This design comes from an exercise in tuning for small area and a short achievable clock period on the open sky130 flow, not from production work. RTL that was checked went through simulation tests only; none was proved equivalent to the original. No functional check of the RTL was part of run 6. Power figures rest on the tool's default switching activity, not on a simulated workload.

## flow/run.sh

```bash
#!/bin/bash
# synth_recipe.tcl (not shown) runs the flow's synth.tcl, then flattens the netlist and writes it again
# the make line also repeats each setting of config.mk as NAME=value (left out here)
make -C /OpenROAD-flow-scripts/flow DESIGN_CONFIG=/design/flow/config.mk WORK_HOME=/design/flow/orfs CLKGATE_MAP_FILE= SYNTH_SCRIPT=/design/flow/synth_recipe.tcl finish
```

## flow/config.mk

```make
export PLATFORM = sky130hd
export DESIGN_NAME = dwt_haar2d
export DESIGN_NICKNAME = dwt_haar2d
export VERILOG_FILES = /design/flow/design.v
export SDC_FILE = /design/flow/constraint.sdc
export NUM_CORES = 4
export LEC_CHECK = 0
export CAP_MARGIN = 10
export CORE_MARGIN = 2
export CORE_UTILIZATION = 70
export CTS_BUF_LIST = sky130_fd_sc_hd__clkbuf_8 sky130_fd_sc_hd__clkbuf_16
export CTS_CLUSTER_DIAMETER = 100
export CTS_CLUSTER_SIZE = 22
export PLACE_DENSITY = 0.75
export SETUP_SLACK_MARGIN = 4.6
export SLEW_MARGIN = 10
```

## flow/constraint.sdc

```tcl
create_clock -name core_clock -period 7.0 [get_ports {HCLK}]
set_input_delay 1.4000 -clock core_clock [delete_from_list [all_inputs] [get_ports {HCLK}]]
set_output_delay 1.4000 -clock core_clock [all_outputs]
set_load 0.01 [all_outputs]
```

## flow/design.v

```verilog
module dwt_haar2d
#(parameter WIDTH = 128                      
)
(
    input                     HCLK,          
    input                     HRESETn,       
    input                     in_valid,      
    input       [7:0]         in_r0,         
    input       [7:0]         in_g0,
    input       [7:0]         in_b0,
    input       [7:0]         in_r1,         
    input       [7:0]         in_g1,
    input       [7:0]         in_b1,
    output reg                out_valid,
    output reg  signed [9:0]  out_r_ca,
    output reg  signed [9:0]  out_g_ca,
    output reg  signed [9:0]  out_b_ca,
    output reg  signed [9:0]  out_r_ch,
    output reg  signed [9:0]  out_g_ch,
    output reg  signed [9:0]  out_b_ch,
    output reg  signed [9:0]  out_r_cv,
    output reg  signed [9:0]  out_g_cv,
    output reg  signed [9:0]  out_b_cv,
    output reg  signed [9:0]  out_r_cd,
    output reg  signed [9:0]  out_g_cd,
    output reg  signed [9:0]  out_b_cd
);
localparam PAIRS = WIDTH/2;
reg        v1;                               
reg [5:0]  col;                              
reg        row_odd;                          
always @(posedge HCLK, negedge HRESETn) begin
    if (!HRESETn)
        v1 <= 1'b0;
    else
        v1 <= in_valid;
end
always @(posedge HCLK, negedge HRESETn) begin
    if (!HRESETn) begin
        col     <= 6'd0;
        row_odd <= 1'b0;
    end else if (v1) begin
        col <= col + 6'd1;
        if (col == PAIRS-1)
            row_odd <= ~row_odd;
    end
end
wire [8:0] sum_r  = {1'b0, in_r0} + {1'b0, in_r1};
wire [8:0] sum_g  = {1'b0, in_g0} + {1'b0, in_g1};
wire [8:0] sum_b  = {1'b0, in_b0} + {1'b0, in_b1};
wire [8:0] diff_r = {1'b0, in_r0} - {1'b0, in_r1};
wire [8:0] diff_g = {1'b0, in_g0} - {1'b0, in_g1};
wire [8:0] diff_b = {1'b0, in_b0} - {1'b0, in_b1};
reg [47:0] lh;                               
always @(posedge HCLK)
    lh <= {sum_r[8:1], sum_g[8:1], sum_b[8:1], diff_r[8:1], diff_g[8:1], diff_b[8:1]};
wire [7:0] L_r = lh[47:40], L_g = lh[39:32], L_b = lh[31:24];     
wire [7:0] H_r = lh[23:16], H_g = lh[15:8],  H_b = lh[7:0];       
reg [47:0] sr [0:PAIRS-1];
integer i;
always @(posedge HCLK) begin
    if (v1) begin
        sr[0] <= lh;
        for (i = 1; i < PAIRS; i = i + 1)
            sr[i] <= sr[i-1];
    end
end
wire [47:0] top = sr[PAIRS-1];
wire [7:0] tL_r = top[47:40], tL_g = top[39:32], tL_b = top[31:24];
wire [7:0] tH_r = top[23:16], tH_g = top[15:8],  tH_b = top[7:0];
always @(posedge HCLK, negedge HRESETn) begin
    if (!HRESETn)
        out_valid <= 1'b0;
    else
        out_valid <= v1 && row_odd;
end
always @(posedge HCLK) begin
    out_r_ca <= {2'b00, tL_r} + {2'b00, L_r};
    out_g_ca <= {2'b00, tL_g} + {2'b00, L_g};
    out_b_ca <= {2'b00, tL_b} + {2'b00, L_b};
    out_r_ch <= {2'b00, tL_r} - {2'b00, L_r};
    out_g_ch <= {2'b00, tL_g} - {2'b00, L_g};
    out_b_ch <= {2'b00, tL_b} - {2'b00, L_b};
    out_r_cv <= {{2{tH_r[7]}}, tH_r} + {{2{H_r[7]}}, H_r};
    out_g_cv <= {{2{tH_g[7]}}, tH_g} + {{2{H_g[7]}}, H_g};
    out_b_cv <= {{2{tH_b[7]}}, tH_b} + {{2{H_b[7]}}, H_b};
    out_r_cd <= {{2{tH_r[7]}}, tH_r} - {{2{H_r[7]}}, H_r};
    out_g_cd <= {{2{tH_g[7]}}, tH_g} - {{2{H_g[7]}}, H_g};
    out_b_cd <= {{2{tH_b[7]}}, tH_b} - {{2{H_b[7]}}, H_b};
end
endmodule
```

==> impl_results.md, run 1 <==
* Status: finished clean
* Routed WL per cell at 22.6 um
* Initial antenna violation count at 9
* Post-route clock period utilization at a little under two fifths
* H-tree Lvls at 4
* Crit path launch type: flip-flop
* GR Util All Layers at 19.3%
* Max_cap viols at 0
* Worst Hold Depth at 0
* Cell Rows at between 100 and 150
* Critical path fanouts, max at 1
* Fill count at 6,975
* CP delay by family, top: flip-flops
* Final nets at approximately 4.6k
* Hold Crit Class: reg -> reg
* Die Area at around 150,000 sq um
* Layer with the highest usage: met1
* CP max-delay cell: dfrtp_1
* Syn_area_per_cell at 25.0 sq um
* Setup crit end kind: output pin
* RR Startpoint: v1$_DFF_PN0_
* Pre-CTS setup slack at 3.45 ns
* Post-route ant nets at 0
* # clock sinks at 3,231
* Final clock skew at 0.0275 ns
* Share of layout cells above drive strength 1 at approximately 10%
* Drt pass-1 iters at 5
* Worst hold start: sr[16][21]$_DFFE_PP_
* Buf/Inv on CP at 1
* Synth warnings at 2
* CTS tree: done
* RSZ-0062 raised after global routing: true
* Fraction of registers with async set/reset at 0.279%
* Global-route wire length before repair at ~210,000 um
* Global routing usage on met2 at between 20 and 30%
* Max frequency at ~370 MHz
* Clock transition at path regs at 0.11 ns
* WL final at around 140,000 um
* Boundary Pins at about 170
* Actual slew at the worst max-slew pin at about 1.1 ns
* Relative slew margins at 25.8%
* Met1 usage at 29.9%
* Slew Viols, Final at 0
* Cells after synthesis at 4,061
* Worst hold endpoint: sr[17][21]$_DFFE_PP_
* Grt total ovfl at 0
* Post-synthesis register bit count at roughly 3.2k
* Sequential cell area fraction in the yosys report at ~94%
* Crit-path cells: buf_2
* Placeable core area at 144,000 sq um
* Vias in the first global route at 35.5k
* Area contributors post-synth: edfxtp_1, dfxtp_1, ha_1, xnor2_1, inv_1
* GR Util met3 at 3.34%
* Reg2reg end: sr[19][5]$_DFFE_PP_
* Final critical-path required period at 2.67 ns
* Main synth FF type: edfxtp_1
* Final hold violation count at 0
* Top cell type's share of synthesized area at 90.8%
* DRT iter0 DRCs at 3,436
* CTS Buf Count at 164
* Initial Util at between 70 and 80%
* Clock latency (worst-skew pair) at approximately 0.8 ns
* P_leak at 38.2 nW
* Largest net degree at the start of global routing at about 210
* Worst setup margin at roughly 4.3 ns
* Drc violations at 0
* Clock Tree Buf Depth at 3
* Dominant cell type by area after synthesis: edfxtp_1
* Clock root buffer: clkbuf_16
* Cell Area, Placed at 106,000 sq um
* Via count at about 36k
* Worst R2R Path Depth at 2
* Critical path arrival at 1.27 ns
* PortBufs at approximately 170
* Critical path class: reg -> out
* R2R Setup Slk at around 4.7 ns
* Final instance area at approximately 110,000 sq um
* PwrDens at 319 nW/um^2
* Power Total at 35.4 mW
* Routability cong. at 0.827
* Synthesized area at just over 100,000 sq um
* Distinct cell type count after synthesis at 59
* Avg Vias per Cell at 5.68
* Post-synth EDFFs at between 3k and 4k
* Die height at 385 um
* Setup TNS at 0 ns
* Maximum VDD drop at just under 0.3 mV
* Die X at approximately 380 um
* Post-layout util at around 77%
* Largest stage delay on the critical path at 0.36 ns
* CP required at 5.60 ns
* P&R area growth vs syn at 9.26%
* Hpwl dp at approximately 65,000 um
* Endpoints failing setup at 0
[cells in the mapped netlist, types with 17 or more instances]
cell      count
a21oi_1      50
buf_2        17
inv_1       139
fa_1         18
xnor2_1      75
o21bai_1     21
dfxtp_1     150
xor2_1       27
ha_1        139
edfxtp_1   3072
buf_4        19
nand2_1      30
o21a_1       18
nor3_1       27
nor2_1       74
o21ai_0      20
nor2b_1      27
[layout by cell type, fill, tap and decap left out, types with 9 or more instances in the layout]
master,n
xor2_1,27
a21oi_1,44
clkbuf_16,174
nor3_1,27
dfxtp_2,70
buf_12,9
clkdlybuf4s50_1,34
dfxtp_1,80
edfxtp_1,3072
o21bai_1,19
nor2_1,74
o211ai_1,10
nor2b_1,25
nand2b_1,11
buf_2,33
ha_1,129
o21ai_0,20
o21a_1,18
fa_1,16
buf_6,92
dlymetal6s2s_1,9
nand2_1,30
xnor2_1,75
inv_1,188
buf_4,21
[per-layer routing]
metal	vias to the layer above	wire length, um	part of all wire [%]
met1	18700	65300	45
met3	201	7710	5.4
met2	877	68100	47
met5	-	25	0.017
met4	4	2510	1.7
li1	16300	-	-
[per-stage QoR]
step | cells | hold slack, ns
2_1_floorplan | 4063 | 0.400
5_1_grt | 6366 | 0.415
4_1_cts | 6359 | 0.414
3_3_place_gp | 6120 | 0.401
6_report | 6367 | 0.410
3_5_place_dp | 6120 | 0.405
[what timing repair did]
action,CTS,global route
pin swaps,11,17
setup endpoints to repair,1643,520
hold buffers,0,0
cloned,3,1
buffers inserted,6,5
gates resized for setup,618,96
[cell type report]
cell class	instances	area [sq um]	area share, %
Antenna cell	2	5.00	0.00451
Multi-Input combinational cell	645	5540	5.00
Tap cell	1903	2380	2.15
Clock buffer	173	4330	3.90
Sequential cell	3231	95600	86.1
Inverter	139	522	0.470
Clock inverter	57	225	0.203
Timing Repair Buffer	217	2380	2.14
[how the worst max path moves through the flow]
stage	startpoint	to	slack [ns]	depth (start not counted)
floorplan	v1$_DFF_PN0_	col[1]$_DFFE_PN0P_	-15.82	1
global placement	in_r1[2]	lh[46]$_DFF_P_	3.52	8
detailed placement	in_g1[2]	lh[38]$_DFF_P_	3.45	8
CTS	out_valid$_DFF_PN0_	out_valid	4.26	1
global route	out_valid$_DFF_PN0_	out_valid	4.26	1
finish	out_valid$_DFF_PN0_	out_valid	4.33	1
[registers in the layout (all words and copies together) (netlist names)]
signal     cells
sr          3072
lh            48
out_b_cd       9
out_b_ch       9
out_g_cd       9
out_g_ch       9
out_r_cd       9
out_r_ch       9
out_b_ca       8
out_b_cv       8
out_g_ca       8
out_g_cv       8
out_r_ca       8
out_r_cv       8
col            6
out_valid      1
row_odd        1
v1             1
[cell families (layout without fill, tap and decap cells)]
| logic type | Yosys count | in the layout | share of synthesized area (%) |
|---|---|---|---|
| DFF | 3231 | 3231 | 94.0 |
| and+or+nand+nor | 195 | 195 | 0.908 |
| AOI/OAI and AO/OA | 187 | 187 | 1.32 |
| buffers and inverters | 187 | 586 | 0.791 |
| adders and majority gates | 157 | 157 | 2.07 |
| xor gates and xnor gates | 102 | 102 | 0.880 |
| other | 1 | 5 | 0.00369 |
| muxes | 1 | 1 | 0.0111 |
[where the power goes]
part           internal (mW)  switching (mW)  total [mW]
logic                  0.940            1.19        2.13
clock network           4.44            5.44        9.88
registers               22.8           0.661        23.4
==> inputs of run 2 (changes only) <==
--- a/flow/config.mk
+++ b/flow/config.mk
@@ -7,3 +7,3 @@
 export LEC_CHECK = 0
-export CAP_MARGIN = 10
+export CAP_MARGIN = 0
 export CORE_MARGIN = 2
@@ -15,2 +15,2 @@
 export SETUP_SLACK_MARGIN = 4.6
-export SLEW_MARGIN = 10
+export SLEW_MARGIN = 0
==> impl_results.md, run 2 <==
* Status: finished clean (unchanged)
* Relative slew margins at 25.8% (unchanged)
* Final hold violation count at 0 (unchanged)
* Worst setup margin at 4.33 ns (unchanged)
* Slew Viols, Final at 0 (unchanged)
* Mux contribution to synthesized area at 0.0111% (unchanged)
* Setup crit end kind: output pin (unchanged)
* Synth Area in Compound Gates at 1.32% (unchanged)
* Max FFs per register at 3,072 (unchanged)
* Most frequent cell after synthesis: edfxtp_1 (unchanged)
* Grt total ovfl at 0 (unchanged)
* CP max-delay cell: dfrtp_1 (unchanged)
* PwrDens at 319 nW/um^2 (unchanged)
* Synth Area in Adders at 2.07% (unchanged)
* PortBufs at 168 (unchanged)
* Synthesized area at 102,000 sq um (unchanged)
* Post-synth top cells: edfxtp_1, dfxtp_1, ha_1, inv_1, xnor2_1 (unchanged)
* Synth Area in XOR/XNOR at 0.880% (unchanged)
* Clock root buffer: clkbuf_16 (unchanged)
* Max frequency at 374 MHz (unchanged)
* P_leak at 38.2 nW (unchanged)
* Area contributors post-synth: edfxtp_1, dfxtp_1, ha_1, xnor2_1, inv_1 (unchanged)
* Clock latency (worst-skew pair) at 0.80 ns (about the same)
* Initial Util at 70.6% (unchanged)
* RSZ-0062 raised after global routing: true (unchanged)
* Cell Area, Placed at 106,000 sq um (unchanged)
* CP required at 5.60 ns (about the same)
* Hpwl dp at 64,600 um (unchanged)
* Hold_ws at 0.410 ns (unchanged)
* Post-synth EDFFs at 3,072 (unchanged)
* Syn_area_per_cell at 25.0 sq um (unchanged)
* Synth warnings at 2 (unchanged)
* Actual slew at the worst max-slew pin at 1.11 ns (unchanged)
* Initial antenna violation count at 9 (unchanged)
* Commonest non-fill, non-tap cell in the layout: edfxtp_1 (unchanged)
* DRT iter0 DRCs at 3,436 (unchanged)
* Maximum VDD drop at 0.297 mV (unchanged)
* Final critical-path required period at 2.67 ns (unchanged)
* Sequential cell area fraction in the yosys report at 94.0% (unchanged)
* Cells after synthesis at 4,061 (unchanged)
* Crit path launch type: flip-flop (unchanged)
* Post-layout util at 77.1% (unchanged)
* Setup TNS at 0 ns (unchanged)
* Post-synthesis register bit count at 3,231 (unchanged)
* Critical path arrival at 1.27 ns (about the same)
* GR Util All Layers at 19.3% (unchanged)
* Clock Tree Buf Depth at 3 (unchanged)
* # clock sinks at 3,231 (unchanged)
* Share of layout cells above drive strength 1 at 10.4% (unchanged)
* Avg Vias per Cell at 5.68 (unchanged)
* P&R area growth vs syn at 9.26% (unchanged)
* CTS tree: done (unchanged)
* Critical path fanouts, max at 1 (unchanged)
* Critical path class: reg -> out (unchanged)
* Largest net degree at the start of global routing at 207 (unchanged)
* Hold Crit Class: reg -> reg (unchanged)
* H-tree Lvls at 4 (unchanged)
* Post-route clock period utilization at 38.2% (unchanged)
* Drc violations at 0 (unchanged)
* Drt pass-1 iters at 5 (unchanged)
* Cell total after placement at 6,120 (unchanged)
* Die height at 385 um (unchanged)
* Main synth FF type: edfxtp_1 (unchanged)
* Post-Synth Simple-Gate Area at 0.908% (unchanged)
* Placeable core area at 144,000 sq um (unchanged)
* Dominant cell type by area after synthesis: edfxtp_1 (unchanged)
* Largest stage delay on the critical path at 0.36 ns (about the same)
* Endpoints failing setup at 0 (unchanged)
* Vias in the first global route at 35.5k (unchanged)
* Most flops, register: sr (unchanged)
* Hold buffers post-CTS at 0 (unchanged)
* Cell Rows at 139 (unchanged)
* Routability cong. at 0.827 (unchanged)
* Routed WL per cell at 22.6 um (unchanged)
* CTS Buf Count at 164 (unchanged)
* WL final at 144,000 um (unchanged)
* Top cell type's share of synthesized area at 90.8% (unchanged)
* Die X at 385 um (unchanged)
* Via count at 36.1k (unchanged)
* Die Area at 148,000 sq um (unchanged)
* Max_cap viols at 0 (unchanged)
* Clock transition at path regs at 0.11 ns (about the same)
* Fin cells at 6,367 (unchanged)
* Final instance area at 111,000 sq um (unchanged)
* Buf/Inv on CP at 1 (unchanged)
* Distinct cell type count after synthesis at 59 (unchanged)
* Commonest non-fill, non-tap cells in the layout: edfxtp_1, inv_1, clkbuf_16 (unchanged)
* Power Total at 35.4 mW (unchanged)
* Boundary Pins at 172 (unchanged)
* Final nets at 4,606 (unchanged)
* Final clock skew at 0.0275 ns (unchanged)
* Fraction of registers with async set/reset at 0.279% (unchanged)
* Crit-path cells: buf_2 (unchanged)
* Pre-CTS setup slack at 3.45 ns (unchanged)
* Main combinational cell family by area after synthesis: adder cells (unchanged)
* CP delay by family, top: flip-flops (unchanged)
* Post-route ant nets at 0 (unchanged)
* Global-route wire length before repair at 211,000 um (unchanged)
* Leading registers by flop count: sr (3072), lh (48) (unchanged)
==> run 2: cell counts after synthesis <==
Identical to the previous run, type by type.
==> run 2: worst paths after layout <==
path,startpoint,end,slack (ns),cells after the start
max,out_valid$_DFF_PN0_,out_valid,4.33,1
min,sr[16][21]$_DFFE_PP_,sr[17][21]$_DFFE_PP_,0.41,0
max reg2reg,v1$_DFF_PN0_,sr[19][5]$_DFFE_PP_,4.66,2
min reg2reg,sr[16][21]$_DFFE_PP_,sr[17][21]$_DFFE_PP_,0.41,0
max in group asynchronous,HRESETn,v1$_DFF_PN0_,5.68,1
min in group asynchronous,HRESETn,col[1]$_DFFE_PN0P_,0.94,1
==> run 2: area by class of cell <==
type / count / area, sq um
diodes: 2 / 5.00
well taps: 1903 / 2380
clock inverters: 57 / 225
flip-flops and latches: 3231 / 95600
multi-input cells: 645 / 5540
clock buffers: 173 / 4330
repair buffers: 217 / 2380
fillers: 6975 / 32900
inverters: 139 / 522
==> run 2: where the power goes <==
group          leakage (nW)  total [mW]  internal (mW)  switching [mW]
Combinational          4.31        2.13          0.940            1.19
Clock                  2.43        9.88           4.44            5.44
Sequential             31.4        23.4           22.8           0.661
Total                  38.2        35.4           28.1            7.30
==> run 2: cell families after synthesis <==
| kind of cell | Yosys count |
|---|---|
| other cells | 1 |
| xor+xnor | 102 |
| flops | 3231 |
| compound gates | 187 |
| fa+ha+maj | 157 |
| mux | 1 |
| simple gates | 195 |
| buf+inv | 187 |
==> run 2: repair_timing <==
item                       4_1_cts  5_1_grt
cloned                           3        1
gates resized for setup        618       96
buffers inserted                 6        5
setup endpoints to repair     1643      520
pin swaps                       11       17
==> run 2: metal layers <==
layer / vias to the layer above / global-route usage (%) / wire (um)
met5: - / 0 / 25
met1: 18700 / 29.9 / 65300
met3: 201 / 3.34 / 7710
met4: 4 / 4.43 / 2510
li1: 16300 / - / -
met2: 877 / 29.7 / 68100
==> inputs of run 3 (changes only) <==
==> flow/flow/run.sh (new file) <==
#!/bin/bash
# Standard layout; clock tree built with a non-default routing rule
# (wider spacing) on the clock nets to cut clock-wire capacitance.
set -e
bash standard.sh finish \
  "CTS_ARGS=-sink_clustering_enable -repair_clock_nets -sink_clustering_size 22 -sink_clustering_max_diameter 100 -buf_list sky130_fd_sc_hd__clkbuf_16 -apply_ndr full" \
  > standard.log 2>&1
==> flow/standard.sh (new file) <==
#!/bin/bash
# synth_recipe.tcl (not shown) runs the flow's synth.tcl, then flattens the netlist and writes it again
# the make line also repeats each setting of config.mk as NAME=value (left out here)
make -C /OpenROAD-flow-scripts/flow DESIGN_CONFIG=/design/flow/config.mk WORK_HOME=/design/flow/orfs CLKGATE_MAP_FILE= SYNTH_SCRIPT=/design/flow/synth_recipe.tcl "${@:-finish}"
--- a/flow/config.mk
+++ b/flow/config.mk
@@ -7,3 +7,3 @@
 export LEC_CHECK = 0
-export CAP_MARGIN = 0
+export CAP_MARGIN = 20
 export CORE_MARGIN = 2
@@ -15,2 +15,2 @@
 export SETUP_SLACK_MARGIN = 4.6
-export SLEW_MARGIN = 0
+export SLEW_MARGIN = 20
removed: flow/run.sh
==> impl_results.md, run 3 <==
* Sequential cell area fraction in the yosys report at 94.0% (unchanged)
* WL final at 145,000 um (was 144,000 um)
* Distinct cell type count after synthesis at 59 (unchanged)
* Drt pass-1 iters at 6 (was 5)
* Die X at 385 um (unchanged)
* Post-synth EDFFs at 3,072 (unchanged)
* Global-route wire length before repair at 211,000 um (unchanged)
* Initial Util at 70.6% (unchanged)
* CTS tree: done (unchanged)
* # clock sinks at 3,231 (unchanged)
* Final hold violation count at 0 (unchanged)
* Drc violations at 0 (unchanged)
* Top cell type's share of synthesized area at 90.8% (unchanged)
* Post-synthesis register bit count at 3,231 (unchanged)
* Status: finished clean (unchanged)
* Leading registers by flop count: sr (3072), lh (48) (unchanged)
* H-tree Lvls at 4 (unchanged)
* Clock Tree Buf Depth at 3 (unchanged)
* Avg Vias per Cell at 5.68 (about the same)
* Dominant cell type by area after synthesis: edfxtp_1 (unchanged)
* PortBufs at 168 (unchanged)
* Max_cap viols at 0 (unchanged)
* Routability cong. at 0.827 (unchanged)
* Via count at 36.2k (was 36.1k)
* Cell Rows at 139 (unchanged)
* Slew Viols, Final at 0 (unchanged)
* Relative slew margins at 31.8% (was 25.8%)
* Largest net degree at the start of global routing at 207 (unchanged)
* Post-route ant nets at 0 (unchanged)
* CP required at 5.60 ns (about the same)
* Hold buffers post-CTS at 0 (unchanged)
* Critical path arrival at 1.27 ns (about the same)
* GR Util All Layers at 19.3% (unchanged)
* Post-route clock period utilization at 38.1% (was 38.2%)
* Largest stage delay on the critical path at 0.36 ns (about the same)
* Buf/Inv on CP at 1 (unchanged)
* Setup crit end kind: output pin (unchanged)
* Crit-path cells: buf_2 (unchanged)
* Setup TNS at 0 ns (unchanged)
* Main synth FF type: edfxtp_1 (unchanged)
* RSZ-0062 raised after global routing: true (unchanged)
* CTS Buf Count at 164 (unchanged)
* PwrDens at 319 nW/um^2 (about the same)
* Final critical-path required period at 2.67 ns (about the same)
* Max FFs per register at 3,072 (unchanged)
* Endpoints failing setup at 0 (unchanged)
* Crit path launch type: flip-flop (unchanged)
* Final instance area at 111,000 sq um (about the same)
* DRT iter0 DRCs at 3,460 (was 3,436)
* Syn_area_per_cell at 25.0 sq um (unchanged)
* Commonest non-fill, non-tap cells in the layout: edfxtp_1, inv_1, clkbuf_16 (unchanged)
* Post-synth top cells: edfxtp_1, dfxtp_1, ha_1, inv_1, xnor2_1 (unchanged)
* Placeable core area at 144,000 sq um (unchanged)
* Die Area at 148,000 sq um (unchanged)
* Share of layout cells above drive strength 1 at 10.4% (about the same)
* Grt total ovfl at 0 (unchanged)
* CP delay by family, top: flip-flops (unchanged)
* Maximum VDD drop at 0.294 mV (was 0.297 mV)
* Critical path fanouts, max at 1 (unchanged)
* Fraction of registers with async set/reset at 0.279% (unchanged)
* Synth warnings at 2 (unchanged)
* Area contributors post-synth: edfxtp_1, dfxtp_1, ha_1, xnor2_1, inv_1 (unchanged)
* Synthesized area at 102,000 sq um (unchanged)
* Final nets at 4,607 (was 4,606)
* Clock transition at path regs at 0.11 ns (about the same)
* Hold Crit Class: reg -> reg (unchanged)
* Most frequent cell after synthesis: edfxtp_1 (unchanged)
* Worst R2R Path Depth at 2 (unchanged)
* Routed WL per cell at 22.7 um (was 22.6 um)
* Clock root buffer: clkbuf_16 (unchanged)
* CP max-delay cell: dfrtp_1 (unchanged)
* Boundary Pins at 172 (unchanged)
* Initial antenna violation count at 9 (unchanged)
* Most flops, register: sr (unchanged)
* Cells after synthesis at 4,061 (unchanged)
* Crit. path cell count at 1 (unchanged)
* Critical path class: reg -> out (unchanged)
* Max frequency at 374 MHz (about the same)
* Final clock skew at 0.0260 ns (was 0.0275 ns)
* P_leak at 38.2 nW (about the same)
* Vias in the first global route at 35.5k (unchanged)
* Actual slew at the worst max-slew pin at 1.02 ns (was 1.11 ns)
* Die height at 385 um (unchanged)
* Hpwl dp at 64,600 um (unchanged)
* Commonest non-fill, non-tap cell in the layout: edfxtp_1 (unchanged)
* P&R area growth vs syn at 9.29% (was 9.26%)
* Fill count at 6,974 (was 6,975)
* Cell Area, Placed at 106,000 sq um (unchanged)
* Worst Hold Depth at 0 (unchanged)
* Clock latency (worst-skew pair) at 0.80 ns (about the same)
-- run 3: cell count changes in the layout (fill, tap and decap cells not counted), sizes merged --
cell   previous run  this run
buf             163       164
diode             2         3
-- run 3: cells by family (layout without fill, tap and decap cells) --
| group | Yosys count | in the layout | share of synthesized area (%) |
|---|---|---|---|
| fa+ha+maj | 157 | 157 | 2.07 |
| compound gates | 187 | 187 | 1.32 |
| mux | 1 | 1 | 0.0111 |
| xor+xnor | 102 | 102 | 0.880 |
| flops | 3231 | 3231 | 94.0 |
| buf+inv | 187 | 587 | 0.791 |
| simple gates | 195 | 195 | 0.908 |
| other cells | 1 | 6 | 0.00369 |
-- run 3: metal layers --
layer	vias up	track usage, %	share of wire [%]
met5	-	0	0.017
met4	4	4.43	1.7
met3	194	3.34	5.2
met2	876	29.7	47
met1	18800	29.9	46
li1	16300	-	-
-- run 3: cell type report --
type                            instances  area (sq um)  area share (%)
Inverter                              139           522           0.470
Clock buffer                          173          4330            3.90
Antenna cell                            3          7.51         0.00676
Multi-Input combinational cell        645          5540            5.00
Clock inverter                         57           225           0.203
Timing Repair Buffer                  218          2410            2.17
Sequential cell                      3231         95600            86.1
Tap cell                             1903          2380            2.15
-- run 3: path summary, 6_finish.rpt --
path	startpoint	end	slack, ns
max in group asynchronous	HRESETn	v1$_DFF_PN0_	5.68
worst max register to register	v1$_DFF_PN0_	sr[4][4]$_DFFE_PP_	4.65
worst max-delay path	out_valid$_DFF_PN0_	out_valid	4.33
min in group asynchronous	HRESETn	col[1]$_DFFE_PN0P_	0.94
worst min-delay path	sr[18][45]$_DFFE_PP_	sr[19][45]$_DFFE_PP_	0.40
worst min register to register	sr[18][45]$_DFFE_PP_	sr[19][45]$_DFFE_PP_	0.40
-- run 3: through the flow --
step           utilization, %  hold slack, ns  cells  worst slack, ns  power, mW
3_5_place_dp             73.5           0.405   6120             3.45       25.8
6_report                 77.2           0.402   6369             4.33       35.5
5_1_grt                  77.2           0.415   6367             4.26       36.7
3_3_place_gp             73.5           0.401   6120             3.52       25.7
4_1_cts                  76.8           0.414   6359             4.26       35.7
2_1_floorplan               -           0.400   4063           -15.82       25.3
-- run 3: power breakdown --
group	internal, mW	switching (mW)
clock	4.44	5.46
sequential	22.8	0.663
combinational	0.942	1.19
-- run 3: timing repair --
| action | in CTS | in global routing |
|---|---|---|
| gates cloned | 3 | 1 |
| setup endpoints to repair | 1643 | 520 |
| resized for setup | 618 | 96 |
| pin swaps | 11 | 17 |
| buffers inserted | 6 | 5 |
==> inputs of run 4 (changes only) <==
==> flow/flow/run.sh (replaced) <==
#!/bin/bash
# Standard layout; clock tree with two levels of sink clustering.
set -e
bash standard.sh finish \
  "CTS_ARGS=-sink_clustering_enable -repair_clock_nets -sink_clustering_size 22 -sink_clustering_max_diameter 100 -buf_list sky130_fd_sc_hd__clkbuf_16 -sink_clustering_levels 2" \
  > standard.log 2>&1
==> impl_results.md, run 4 <==
* Status: finished clean (unchanged)
* Die height at 385 um (unchanged)
* PwrDens at 319 nW/um^2 (unchanged)
* Synth Area in XOR/XNOR at 0.880% (unchanged)
* Worst hold start: sr[18][45]$_DFFE_PP_ (unchanged)
* Met1 usage at 29.9% (unchanged)
* Vias in the first global route at 35.5k (unchanged)
* Worst hold endpoint: sr[19][45]$_DFFE_PP_ (unchanged)
* CP required at 5.60 ns (about the same)
* Worst Hold Depth at 0 (unchanged)
* Via count at 36.2k (unchanged)
* Fill count at 6,974 (unchanged)
* P&R area growth vs syn at 9.29% (unchanged)
* Max FFs per register at 3,072 (unchanged)
* R2R Setup Slk at 4.65 ns (about the same)
* Area contributors post-synth: edfxtp_1, dfxtp_1, ha_1, xnor2_1, inv_1 (unchanged)
* Share of layout cells above drive strength 1 at 10.4% (unchanged)
* Clock latency (worst-skew pair) at 0.80 ns (about the same)
* Hold buffers post-CTS at 0 (unchanged)
* Slew Viols, Final at 0 (unchanged)
* Grt total ovfl at 0 (unchanged)
* Sw Pwr at 7.32 mW (unchanged)
* Post-route ant nets at 0 (unchanged)
* Internal power at 28.1 mW (unchanged)
* Commonest non-fill, non-tap cell in the layout: edfxtp_1 (unchanged)
* Endpoints failing setup at 0 (unchanged)
* Final critical-path required period at 2.67 ns (unchanged)
* Critical path class: reg -> out (unchanged)
* Max frequency at 374 MHz (unchanged)
* Flop pwr share at 66.1% (about the same)
* GR Util All Layers at 19.3% (unchanged)
* Setup TNS at 0 ns (unchanged)
* Syn_area_per_cell at 25.0 sq um (unchanged)
* Multi-input logic area at 5540 sq um (unchanged)
* Post-route clock period utilization at 38.1% (unchanged)
* WL final at 145,000 um (unchanged)
* Maximum VDD drop at 0.294 mV (unchanged)
* Hold Crit Class: reg -> reg (unchanged)
* Final nets at 4,607 (unchanged)
* Reg2reg end: sr[4][4]$_DFFE_PP_ (unchanged)
* RSZ-0062 raised after global routing: true (unchanged)
* Drt pass-1 iters at 6 (unchanged)
* Routability cong. at 0.827 (unchanged)
* Logic pwr share at 6.0% (about the same)
* Fraction of registers with async set/reset at 0.279% (unchanged)
* Die X at 385 um (unchanged)
* Largest stage delay on the critical path at 0.36 ns (about the same)
* Critical path arrival at 1.27 ns (about the same)
* # clock sinks at 3,231 (unchanged)
* Synthesized area at 102,000 sq um (unchanged)
* RR Startpoint: v1$_DFF_PN0_ (unchanged)
* Post-synth top cells: edfxtp_1, dfxtp_1, ha_1, inv_1, xnor2_1 (unchanged)
* Hpwl dp at 64,600 um (unchanged)
* CTS tree: done (unchanged)
* Placeable core area at 144,000 sq um (unchanged)
* FF/Latch Area at 95,600 sq um (unchanged)
* Main combinational cell family by area after synthesis: adder cells (unchanged)
* Final hold violation count at 0 (unchanged)
* GR Util met3 at 3.34% (unchanged)
* Clock group share of total power at 27.9% (about the same)
* Main synth FF type: edfxtp_1 (unchanged)
* Synth Area in Compound Gates at 1.32% (unchanged)
* H-tree Lvls at 4 (unchanged)
* Global-route wire length before repair at 211,000 um (unchanged)
* Top cell type's share of synthesized area at 90.8% (unchanged)
* Final clock skew at 0.0260 ns (unchanged)
* Clock transition at path regs at 0.11 ns (about the same)
* Mux contribution to synthesized area at 0.0111% (unchanged)
* Synth warnings at 2 (unchanged)
* CP max-delay cell: dfrtp_1 (unchanged)
* Initial Util at 70.6% (unchanged)
* Buf/Inv on CP at 1 (unchanged)
* Routed WL per cell at 22.7 um (unchanged)
* Commonest non-fill, non-tap cells in the layout: edfxtp_1, inv_1, clkbuf_16 (unchanged)
* Crit-path cells: buf_2 (unchanged)
* Max_cap viols at 0 (unchanged)
* Drc violations at 0 (unchanged)
* Post-layout util at 77.2% (unchanged)
* Boundary Pins at 172 (unchanged)
* Sequential cell area fraction in the yosys report at 94.0% (unchanged)
* Avg Vias per Cell at 5.68 (unchanged)
* Largest net degree at the start of global routing at 207 (unchanged)
* Post-synthesis register bit count at 3,231 (unchanged)
* Most flops, register: sr (unchanged)
* Most frequent cell after synthesis: edfxtp_1 (unchanged)
* Post-synth EDFFs at 3,072 (unchanged)
* DRT iter0 DRCs at 3,460 (unchanged)
* Die Area at 148,000 sq um (unchanged)
* Dominant cell type by area after synthesis: edfxtp_1 (unchanged)
* CTS Buf Count at 164 (unchanged)
* Actual slew at the worst max-slew pin at 1.02 ns (unchanged)
* Cell Rows at 139 (unchanged)
* Layer with the highest usage: met1 (unchanged)
* Leading registers by flop count: sr (3072), lh (48) (unchanged)
* Synth Area in Adders at 2.07% (unchanged)
* Crit path launch type: flip-flop (unchanged)
* Clock Tree Buf Depth at 3 (unchanged)
* Global routing usage on met2 at 29.7% (unchanged)
* Power Total at 35.5 mW (unchanged)
* Sw Share at 20.6% (unchanged)
* Setup crit end kind: output pin (unchanged)
* Post-Synth Simple-Gate Area at 0.908% (unchanged)
* CP delay by family, top: flip-flops (unchanged)
* Initial antenna violation count at 9 (unchanged)
* Worst R2R Path Depth at 2 (unchanged)
* Relative slew margins at 31.8% (unchanged)
* Clock root buffer: clkbuf_16 (unchanged)
* Critical path fanouts, max at 1 (unchanged)
* P_leak at 38.2 nW (unchanged)
* PortBufs at 168 (unchanged)
* Cells after synthesis at 4,061 (unchanged)
* Distinct cell type count after synthesis at 59 (unchanged)
run 4: cell counts after synthesis:
No cell type changed its count.
run 4: worst max path at each step:
| stage | startpoint | endpoint | slack (ns) | cells after the start |
|---|---|---|---|---|
| floorplan | v1$_DFF_PN0_ | col[1]$_DFFE_PN0P_ | -15.82 | 1 |
| global placement | in_r1[2] | lh[46]$_DFF_P_ | 3.52 | 8 |
| detailed placement | in_g1[2] | lh[38]$_DFF_P_ | 3.45 | 8 |
| CTS | out_valid$_DFF_PN0_ | out_valid | 4.26 | 1 |
| global route | out_valid$_DFF_PN0_ | out_valid | 4.26 | 1 |
| finish | out_valid$_DFF_PN0_ | out_valid | 4.33 | 1 |
run 4: timing repair:
action / CTS / global route
endpoints found under the hold margin: 0 / 0
pin swaps: 11 / 17
buffers inserted: 6 / 5
gates resized for setup: 618 / 96
gates cloned: 3 / 1
endpoints found under the setup margin: 1643 / 520
run 4: cell type report:
class | instances | area share [%]
Antenna cell | 3 | 0.00676
Clock buffer | 173 | 3.90
Clock inverter | 57 | 0.203
Inverter | 139 | 0.470
Multi-Input combinational cell | 645 | 5.00
Sequential cell | 3231 | 86.1
Tap cell | 1903 | 2.15
Timing Repair Buffer | 218 | 2.17
run 4: stage by stage:
step                setup WS [ns]  area (sq um)  hold slack [ns]  instances
floorplan                  -15.82        102000            0.400       4063
CTS                          4.26        110000            0.414       6359
global placement             3.52        106000            0.401       6120
finish                       4.33        111000            0.402       6369
detailed placement           3.45        106000            0.405       6120
global route                 4.26        111000            0.415       6367
run 4: layer usage:
layer	up-vias	wire [um]
met2	876	68600
li1	16300	-
met3	194	7460
met4	4	2510
met1	18800	66000
met5	-	25
run 4: kinds of logic (layout without fill, tap and decap cells):
group | count (synthesis) | count (layout)
fa+ha+maj | 157 | 157
other cells | 1 | 6
xor+xnor | 102 | 102
simple gates | 195 | 195
buf+inv | 187 | 587
flops | 3231 | 3231
mux | 1 | 1
compound gates | 187 | 187
run 4: power groups by stage:
stage	combinational (mW)	clock (mW)	sequential, mW
finish	2.14	9.90	23.4
global route	2.32	10.8	23.5
CTS	2.03	10.2	23.4
detailed placement	2.09	0	23.7
global placement	2.04	0	23.7
floorplan	0.850	0	24.5
==> inputs of run 5 (changes only) <==
==> flow/flow/run.sh (replaced) <==
#!/bin/bash
# Standard layout; clock tree with repeaters on the long tree wires.
set -e
bash standard.sh finish \
  "CTS_ARGS=-sink_clustering_enable -repair_clock_nets -sink_clustering_size 22 -sink_clustering_max_diameter 100 -buf_list sky130_fd_sc_hd__clkbuf_16 -distance_between_buffers 80" \
  > standard.log 2>&1
==> impl_results.md, run 5 <==
* Status: finished clean (unchanged)
* Relative slew margins at 24.6% (was 31.8%)
* Post-synthesis register bit count at 3,231 (unchanged)
* CP max-delay cell: dfrtp_1 (unchanged)
* Clock root buffer: clkbuf_16 (unchanged)
* CP required at 5.60 ns (about the same)
* Most flops, register: sr (unchanged)
* Multi-input logic area at 5420 sq um (was 5540 sq um)
* Drc violations at 0 (unchanged)
* Cells after synthesis at 4,061 (unchanged)
* R2R Setup Slk at 4.72 ns (was 4.65 ns)
* Maximum VDD drop at 0.295 mV (was 0.294 mV)
* Hold Crit Class: reg -> reg (unchanged)
* Area contributors post-synth: edfxtp_1, dfxtp_1, ha_1, xnor2_1, inv_1 (unchanged)
* Avg Vias per Cell at 5.69 (was 5.68)
* Routed WL per cell at 22.7 um (about the same)
* Leading registers by flop count: sr (3072), lh (48) (unchanged)
* Post-route ant nets at 0 (unchanged)
* Die Area at 148,000 sq um (unchanged)
* Hpwl dp at 64,600 um (unchanged)
* Setup crit end kind: output pin (unchanged)
* H-tree Lvls at 4 (unchanged)
* P_leak at 38.2 nW (about the same)
* Logic pwr share at 5.9% (was 6.0%)
* Main synth FF type: edfxtp_1 (unchanged)
* Commonest non-fill, non-tap cell in the layout: edfxtp_1 (unchanged)
* Sw Pwr at 7.42 mW (was 7.32 mW)
* RSZ-0062 raised after global routing: true (unchanged)
* Final hold violation count at 0 (unchanged)
* Clock Tree Buf Depth at 6 (was 3)
* Via count at 36.3k (was 36.2k)
* Clock transition at path regs at 0.08 ns (was 0.11 ns)
* Sw Share at 20.7% (was 20.6%)
* Die height at 385 um (unchanged)
* Synth warnings at 2 (unchanged)
* Initial Util at 70.6% (unchanged)
* FF/Latch Area at 95,600 sq um (about the same)
* WL final at 145,000 um (about the same)
* Crit-path cells: buf_2 (unchanged)
* Final critical-path required period at 2.85 ns (was 2.67 ns)
* Dominant cell type by area after synthesis: edfxtp_1 (unchanged)
* Actual slew at the worst max-slew pin at 1.13 ns (was 1.02 ns)
* Cell Area, Placed at 106,000 sq um (unchanged)
* CTS tree: done (unchanged)
* Vias in the first global route at 35.5k (about the same)
* Setup TNS at 0 ns (unchanged)
* Largest net degree at the start of global routing at 207 (unchanged)
* Distinct cell type count after synthesis at 59 (unchanged)
* Boundary Pins at 172 (unchanged)
* Final nets at 4,622 (was 4,607)
* Die X at 385 um (unchanged)
* Critical path class: reg -> out (unchanged)
* Top cell type's share of synthesized area at 90.8% (unchanged)
* GR Util All Layers at 19.0% (was 19.3%)
* Fill count at 6,990 (was 6,974)
* Sequential cell area fraction in the yosys report at 94.0% (unchanged)
* PwrDens at 322 nW/um^2 (was 319 nW/um^2)
* Clock latency (worst-skew pair) at 0.96 ns (was 0.80 ns)
* Clock group share of total power at 28.7% (was 27.9%)
* Share of layout cells above drive strength 1 at 10.2% (was 10.4%)
* Commonest non-fill, non-tap cells in the layout: edfxtp_1, inv_1, clkbuf_16 (unchanged)
* Post-route clock period utilization at 40.7% (was 38.1%)
* CTS Buf Count at 178 (was 164)
* Crit path launch type: flip-flop (unchanged)
* # clock sinks at 3,231 (unchanged)
* Hold_ws at 0.397 ns (was 0.402 ns)
* Post-synth EDFFs at 3,072 (unchanged)
* CP delay by family, top: flip-flops (unchanged)
* Internal power at 28.4 mW (was 28.1 mW)
* Syn_area_per_cell at 25.0 sq um (unchanged)
* Initial antenna violation count at 7 (was 9)
* Largest stage delay on the critical path at 0.36 ns (about the same)
* Routability cong. at 0.827 (unchanged)
* Global-route wire length before repair at 212,000 um (was 211,000 um)
* Drt pass-1 iters at 5 (was 6)
* Endpoints failing setup at 0 (unchanged)
* Critical path arrival at 1.45 ns (was 1.27 ns)
* Max_cap viols at 0 (unchanged)
* Max FFs per register at 3,072 (unchanged)
* Most frequent cell after synthesis: edfxtp_1 (unchanged)
* Flop pwr share at 65.4% (was 66.1%)
* Placeable core area at 144,000 sq um (unchanged)
* Synthesized area at 102,000 sq um (unchanged)
* Buf/Inv on CP at 1 (unchanged)
* Max frequency at 351 MHz (was 374 MHz)
* Post-synth top cells: edfxtp_1, dfxtp_1, ha_1, inv_1, xnor2_1 (unchanged)
* DRT iter0 DRCs at 3,650 (was 3,460)
* Post-layout util at 77.2% (about the same)
* Cell Rows at 139 (unchanged)
* Fraction of registers with async set/reset at 0.279% (unchanged)
* Grt total ovfl at 0 (unchanged)
* Final instance area at 111,000 sq um (about the same)
* Slew Viols, Final at 0 (unchanged)
* P&R area growth vs syn at 9.40% (was 9.29%)
* Final clock skew at 0.0332 ns (was 0.0260 ns)
* PortBufs at 168 (unchanged)
* Critical path fanouts, max at 1 (unchanged)
[run 5: cell type report]
type	count	share of cell area, %
sequential	3231	86.0
multi-input combinational	645	4.88
clock buffer	183	4.12
timing repair buffer	219	2.16
tap	1903	2.14
inverter	139	0.470
clock inverter	56	0.195
antenna	2	0.00450
[run 5: final timing paths]
check,cells after the start,from,end
max in group asynchronous,1,HRESETn,v1$_DFF_PN0_
min in group asynchronous,1,HRESETn,col[1]$_DFFE_PN0P_
max,1,out_valid$_DFF_PN0_,out_valid
min reg2reg,0,sr[39][3]$_DFFE_PP_,sr[40][3]$_DFFE_PP_
max reg2reg,7,lh[18]$_DFF_P_,out_r_cd[8]$_DFF_P_
min,0,sr[39][3]$_DFFE_PP_,sr[40][3]$_DFFE_PP_
[run 5: layer usage]
layer | track usage, % | up-vias | share of wire (%) | wire length [um]
met5 | 0 | - | 0.0076 | 11
met4 | 4.86 | 2 | 2.1 | 3020
met3 | 2.73 | 227 | 5.2 | 7470
met2 | 29.2 | 983 | 47 | 68200
met1 | 30.0 | 18700 | 46 | 66100
li1 | - | 16400 | - | -
[run 5: power groups by stage]
stage,clock (mW),combinational [mW],sequential [mW]
finish,10.3,2.13,23.4
global route,11.2,2.31,23.5
CTS,10.6,2.03,23.4
detailed placement,0,2.09,23.7
global placement,0,2.04,23.7
floorplan,0,0.850,24.5
[run 5: logic make-up after synthesis]
| group | after synthesis | synth area share (%) |
|---|---|---|
| mux | 1 | 0.0111 |
| other cells | 1 | 0.00369 |
| flops | 3231 | 94.0 |
| compound gates | 187 | 1.32 |
| simple gates | 195 | 0.908 |
| fa+ha+maj | 157 | 2.07 |
| xor+xnor | 102 | 0.880 |
| buf+inv | 187 | 0.791 |
[run 5: timing repair]
action | in CTS | in global routing
hold buffers | 0 | 0
setup buffers | 4 | 9
pin swaps | 3 | 12
setup endpoints to repair | 1776 | 459
cloned | 3 | 1
resized for setup | 597 | 76
[run 5: stage by stage]
step           setup WS (ns)  total power, mW  cells
3_5_place_dp            3.45             25.8   6120
2_1_floorplan         -15.82             25.3   4063
3_3_place_gp            3.52             25.7   6120
6_report                4.15             35.8   6378
5_1_grt                 4.10             37.0   6377
4_1_cts                 4.09             36.1   6366
==> inputs of run 6 (changes only) <==
--- a/flow/design.v
+++ b/flow/design.v
@@ -58,12 +58,60 @@
 wire [7:0] H_r = lh[23:16], H_g = lh[15:8],  H_b = lh[7:0];       
-reg [47:0] sr [0:PAIRS-1];
+function [14:0] enc15;
+    input [7:0] l;
+    input [7:0] h;
+    reg   [6:0] a;
+    begin
+        a = l[6:0] ^ {7{l[7]}};
+        enc15 = h[7] ? {l[7], ~h[6:0], a} : {l[7], a, h[6:0]};
+    end
+endfunction
+function [15:0] dec16;
+    input [14:0] n;
+    input        esc;
+    input [6:0]  e;
+    reg   [6:0]  x, y, a;
+    reg          ge;
+    begin
+        x  = n[13:7];
+        y  = n[6:0];
+        ge = (x >= y);
+        a  = ge ? x : y;
+        if (esc)
+            dec16 = {1'b0, e, 1'b1, ~e};
+        else
+            dec16 = {n[14], a ^ {7{n[14]}}, ~ge, ge ? y : ~x};
+    end
+endfunction
+wire escR = ~L_r[7] && (H_r == ~L_r);
+wire escG = ~L_g[7] && (H_g == ~L_g);
+wire escB = ~L_b[7] && (H_b == ~L_b);
+wire esc  = escR | escG | escB;
+wire [1:0] kesc = escR ? 2'd0 : escG ? 2'd1 : 2'd2;      
+wire [6:0] Ek   = escR ? L_r[6:0] : escG ? L_g[6:0] : L_b[6:0];
+wire [14:0] N_r = enc15(L_r, H_r);
+wire [14:0] N_g = enc15(L_g, H_g);
+wire [14:0] N_b = enc15(L_b, H_b);
+wire [14:0] S0  = esc ? {kesc, escG, escB, Ek, 4'b0000} : N_r;
+wire [14:0] S1  = (esc && kesc == 2'd1) ? N_r : escG ? {8'd0, L_g[6:0]} : N_g;
+wire [14:0] S2  = (esc && kesc == 2'd2) ? N_r : escB ? {8'd0, L_b[6:0]} : N_b;
+wire [45:0] pk46 = {esc, S0, S1, S2};
+reg [45:0] sr [0:PAIRS-2];
+reg [47:0] top;                              
 integer i;
+wire [45:0] p   = sr[PAIRS-2];
+wire        pF  = p[45];
+wire [14:0] pS0 = p[44:30], pS1 = p[29:15], pS2 = p[14:0];
+wire [1:0]  pk  = pS0[14:13];
+wire [6:0]  pEk = pS0[10:4];
+wire [15:0] dR  = dec16(pF ? (pk == 2'd1 ? pS1 : pS2) : pS0, pF && pk == 2'd0, pEk);
+wire [15:0] dG  = dec16(pS1, pF && pS0[12], pk == 2'd1 ? pEk : pS1[6:0]);
+wire [15:0] dB  = dec16(pS2, pF && pS0[11], pk == 2'd2 ? pEk : pS2[6:0]);
 always @(posedge HCLK) begin
     if (v1) begin
-        sr[0] <= lh;
-        for (i = 1; i < PAIRS; i = i + 1)
+        sr[0] <= pk46;
+        for (i = 1; i < PAIRS-1; i = i + 1)
             sr[i] <= sr[i-1];
+        top <= {dR[15:8], dG[15:8], dB[15:8], dR[7:0], dG[7:0], dB[7:0]};
     end
 end
-wire [47:0] top = sr[PAIRS-1];
 wire [7:0] tL_r = top[47:40], tL_g = top[39:32], tL_b = top[31:24];
==> flow/run.sh (new file) <==
#!/bin/bash
# synth_recipe.tcl (not shown) runs the flow's synth.tcl, then flattens the netlist and writes it again
# the make line also repeats each setting of config.mk as NAME=value (left out here)
make -C /OpenROAD-flow-scripts/flow DESIGN_CONFIG=/design/flow/config.mk WORK_HOME=/design/flow/orfs CLKGATE_MAP_FILE= SYNTH_SCRIPT=/design/flow/synth_recipe.tcl finish
removed: flow/flow/run.sh
removed: flow/standard.sh
==> impl_results.md, run 6 <==
* Final critical-path required period at 3.06 ns (was 2.85 ns)
* PortBufs at 168 (unchanged)
* Global-route wire length before repair at 251,000 um (was 212,000 um)
* P_leak at 39.5 nW (was 38.2 nW)
* Most flops, register: sr (unchanged)
* Post-layout util at 78.3% (was 77.2%)
* Routability cong. at 0.860 (was 0.827)
* CP max-delay cell: edfxtp_1 (was dfrtp_1)
* Fill count at 7,007 (was 6,990)
* Drc violations at 0 (unchanged)
* Grt total ovfl at 0 (unchanged)
* Main combinational cell family by area after synthesis: adder cells (unchanged)
* Fraction of registers with async set/reset at 0.290% (was 0.279%)
* Max_cap viols at 0 (unchanged)
* Main synth FF type: edfxtp_1 (unchanged)
* Routed WL per cell at 26.0 um (was 22.7 um)
* Hold_ws at 0.394 ns (was 0.397 ns)
* RSZ-0062 raised after global routing: true (unchanged)
* Maximum VDD drop at 0.277 mV (was 0.295 mV)
* Fin cells at 6,863 (was 6,378)
* Critical path class: reg -> reg (was reg -> out)
* Initial antenna violation count at 18 (was 7)
* Final hold violation count at 0 (unchanged)
* Commonest non-fill, non-tap cells in the layout: edfxtp_1, inv_1, clkbuf_16 (unchanged)
* Max FFs per register at 2,898 (was 3,072)
* Hold buffers post-CTS at 0 (unchanged)
* Status: finished clean (unchanged)
* Top cell type's share of synthesized area at 87.7% (was 90.8%)
* Distinct cell type count after synthesis at 53 (was 59)
* Worst setup margin at 3.94 ns (was 4.15 ns)
* Largest net degree at the start of global routing at 204 (was 207)
* Relative slew margins at 28.6% (was 24.6%)
* Die Area at 147,000 sq um (was 148,000 sq um)
* Critical path arrival at 3.57 ns (was 1.45 ns)
* Setup TNS at 0 ns (unchanged)
* Largest stage delay on the critical path at 0.46 ns (was 0.36 ns)
* H-tree Lvls at 4 (unchanged)
* Dominant cell type by area after synthesis: edfxtp_1 (unchanged)
* Hpwl dp at 87,900 um (was 64,600 um)
* Final clock skew at 0.0411 ns (was 0.0332 ns)
* Leading registers by flop count: sr (2898), lh (48), top (48) (was sr (3072), lh (48))
* CTS Buf Count at 159 (was 178)
* Post-synth EDFFs at 2,946 (was 3,072)
* Vias in the first global route at 39.1k (was 35.5k)
* Hold Crit Class: reg -> reg (unchanged)
* Boundary Pins at 172 (unchanged)
* Via count at 40.0k (was 36.3k)
* Crit-path cells: and2b_4, nand2_2, a31oi_4, ha_1, nand2b_4, maj3_2, o211ai_1, buf_4, o211ai_4, mux2i_2, xor2_1, o21ai_0 (was buf_2)
* Most frequent cell after synthesis: edfxtp_1 (unchanged)
* Initial Util at 70.4% (was 70.6%)
* CTS tree: done (unchanged)
* Synth warnings at 2 (unchanged)
* Final nets at 5,098 (was 4,622)
* Final instance area at 112,000 sq um (was 111,000 sq um)
* Post-route clock period utilization at 43.7% (was 40.7%)
* Post-synth top cells: edfxtp_1, inv_1, ha_1 (was edfxtp_1, dfxtp_1, ha_1, inv_1, xnor2_1)
* Setup crit end kind: flip-flop (was output pin)
* Synth Area in XOR/XNOR at 1.46% (was 0.880%)
* Avg Vias per Cell at 5.82 (was 5.69)
* Post-route ant nets at 0 (unchanged)
* Clock transition at path regs at 0.09 ns (was 0.08 ns)
* Actual slew at the worst max-slew pin at 1.07 ns (was 1.13 ns)
* Synthesized area at 101,000 sq um (was 102,000 sq um)
* Slew Viols, Final at 0 (unchanged)
* Pre-CTS setup slack at 2.98 ns (was 3.45 ns)
* Power Total at 36.0 mW (was 35.8 mW)
* # clock sinks at 3,105 (was 3,231)
* Clock Tree Buf Depth at 3 (was 6)
* Share of layout cells above drive strength 1 at 15.0% (was 10.2%)
* Post-Synth Simple-Gate Area at 1.36% (was 0.908%)
* GR Util All Layers at 23.7% (was 19.0%)
* Sequential cell area fraction in the yosys report at 90.9% (was 94.0%)
* Die X at 384 um (was 385 um)
* Clock root buffer: clkbuf_16 (unchanged)
* Post-synthesis register bit count at 3,105 (was 3,231)
* Synth Area in Adders at 2.30% (was 2.07%)
* Cell Area, Placed at 105,000 sq um (was 106,000 sq um)
* DRT iter0 DRCs at 4,320 (was 3,650)
* Area contributors post-synth: edfxtp_1, dfxtp_1, ha_1, xnor2_1, inv_1 (unchanged)
* Max frequency at 327 MHz (was 351 MHz)
* WL final at 179,000 um (was 145,000 um)
* Critical path fanouts, max at 6 (was 1)
* Crit path launch type: flip-flop (unchanged)
* Commonest non-fill, non-tap cell in the layout: edfxtp_1 (unchanged)
* Mux contribution to synthesized area at 0.742% (was 0.0111%)
* CP required at 7.51 ns (was 5.60 ns)
* Cell total after placement at 6,491 (was 6,120)
* Cell Rows at 139 (unchanged)
* Placeable core area at 143,000 sq um (was 144,000 sq um)
* Endpoints failing setup at 0 (unchanged)
* P&R area growth vs syn at 11.3% (was 9.40%)
* Clock latency (worst-skew pair) at 0.83 ns (was 0.96 ns)
* Syn_area_per_cell at 22.7 sq um (was 25.0 sq um)
* Drt pass-1 iters at 5 (unchanged)
* Synth Area in Compound Gates at 2.13% (was 1.32%)
* Cells after synthesis at 4,438 (was 4,061)
* PwrDens at 321 nW/um^2 (was 322 nW/um^2)
* Die height at 384 um (was 385 um)
-- run 6: cell count changes after synthesis, moves of 56 or more --
cell	delta
nand2_1	+62
edfxtp_1	-126
a21oi_1	+74
mux2i_1	+59
inv_1	+57
xor2_1	+56
o21ai_0	+86
-- run 6: per-layer routing --
layer	global-route usage (%)	vias to the layer above	part of all wire, %
met5	0	-	0.011
met2	35.8	1655	47
met1	35.8	20300	42
met3	5.28	279	8.0
li1	-	17700	-
met4	6.56	4	2.5
-- run 6: cells by family (layout without fill, tap and decap cells) --
| group | count (synthesis) | count (layout) |
|---|---|---|
| AOI/OAI and AO/OA | 359 | 363 |
| xor gates and xnor gates | 168 | 168 |
| adders and majority gates | 175 | 175 |
| buffers and inverters | 261 | 774 |
| DFF | 3105 | 3105 |
| muxes | 73 | 73 |
| other | 1 | 4 |
| and+or+nand+nor | 296 | 298 |
-- run 6: worst paths after layout --
kind                                      start             endpoint  slack [ns]  cells after the start
max                        sr[62][44]$_DFFE_PP_    top[46]$_DFFE_PP_        3.94                     12
min                         sr[51][7]$_DFFE_PP_  sr[52][7]$_DFFE_PP_        0.39                      0
max reg2reg                sr[62][44]$_DFFE_PP_    top[46]$_DFFE_PP_        3.94                     12
min reg2reg                 sr[51][7]$_DFFE_PP_  sr[52][7]$_DFFE_PP_        0.39                      0
max in group asynchronous               HRESETn         v1$_DFF_PN0_        5.79                      1
min in group asynchronous               HRESETn   col[2]$_DFFE_PN0P_        0.88                      1
-- run 6: power by group --
group / internal [mW] / switching (mW)
logic: 1.38 / 2.05
clock network: 4.24 / 5.56
registers: 22.0 / 0.814
total: 27.6 / 8.43
-- run 6: area by class of cell --
cell class / count / area, sq um / share of cell area, %
antenna: 1 / 2.50 / 0.00223
tap: 1903 / 2380 / 2.12
timing repair buffer: 331 / 3590 / 3.20
multi-input combinational: 1080 / 9090 / 8.10
sequential: 3105 / 91900 / 81.9
clock buffer: 162 / 4050 / 3.61
clock inverter: 85 / 444 / 0.396
inverter: 196 / 757 / 0.675
-- run 6: critical path, delay by kind of cell, from the launching register on --
| family | cells | cell delay, ns |
|---|---|---|
| compound gates | 4 | 0.60 |
| fa+ha+maj | 2 | 0.56 |
| simple gates | 3 | 0.55 |
| flops | 1 | 0.46 |
| mux | 1 | 0.25 |
| buf+inv | 1 | 0.18 |
| xor+xnor | 1 | 0.17 |
-- run 6: timing repair --
action,CTS,global route
cloned,15,4
buffers inserted,56,48
pin swaps,60,71
setup endpoints to repair,2488,1233
resized for setup,820,180

## afterwards: timing with drivers on the ports
Ports are ideal in the flow. The routed layouts listed here were re-timed in OpenROAD.
Step 1: set_driving_cell puts a clkbuf_16 on HCLK and a buf_2 on each other input, an assumption about the parent block.
Step 2 times the ports against the registers' clock, not the clock port: input delays grow and output delays shrink by t, the midpoint of the rising clock arrivals with the driver on.
a / b / c = no drivers / after step 1 / after step 2; a / b = the first two.
run	t, ns	slack for setup (ns)	worst hold slack (ns)	worst register clock-pin slew, ns
run 1	0.858	4.329 / 4.252 / 3.521	0.410 / 0.410 / 0.410	0.11 / 0.11
run 2	0.858	4.329 / 4.252 / 3.521	0.410 / 0.410 / 0.410	0.11 / 0.11
run 3	0.856	4.330 / 4.253 / 3.510	0.402 / 0.402 / 0.402	0.11 / 0.11
run 4	0.856	4.330 / 4.253 / 3.510	0.402 / 0.402 / 0.402	0.11 / 0.11
run 5	1.028	4.149 / 4.070 / 3.473	0.397 / 0.397 / 0.397	0.10 / 0.10
run 6	0.885	3.939 / 3.939 / 3.850	0.394 / 0.394 / 0.394	0.11 / 0.11
After both steps every run listed still meets setup and hold.
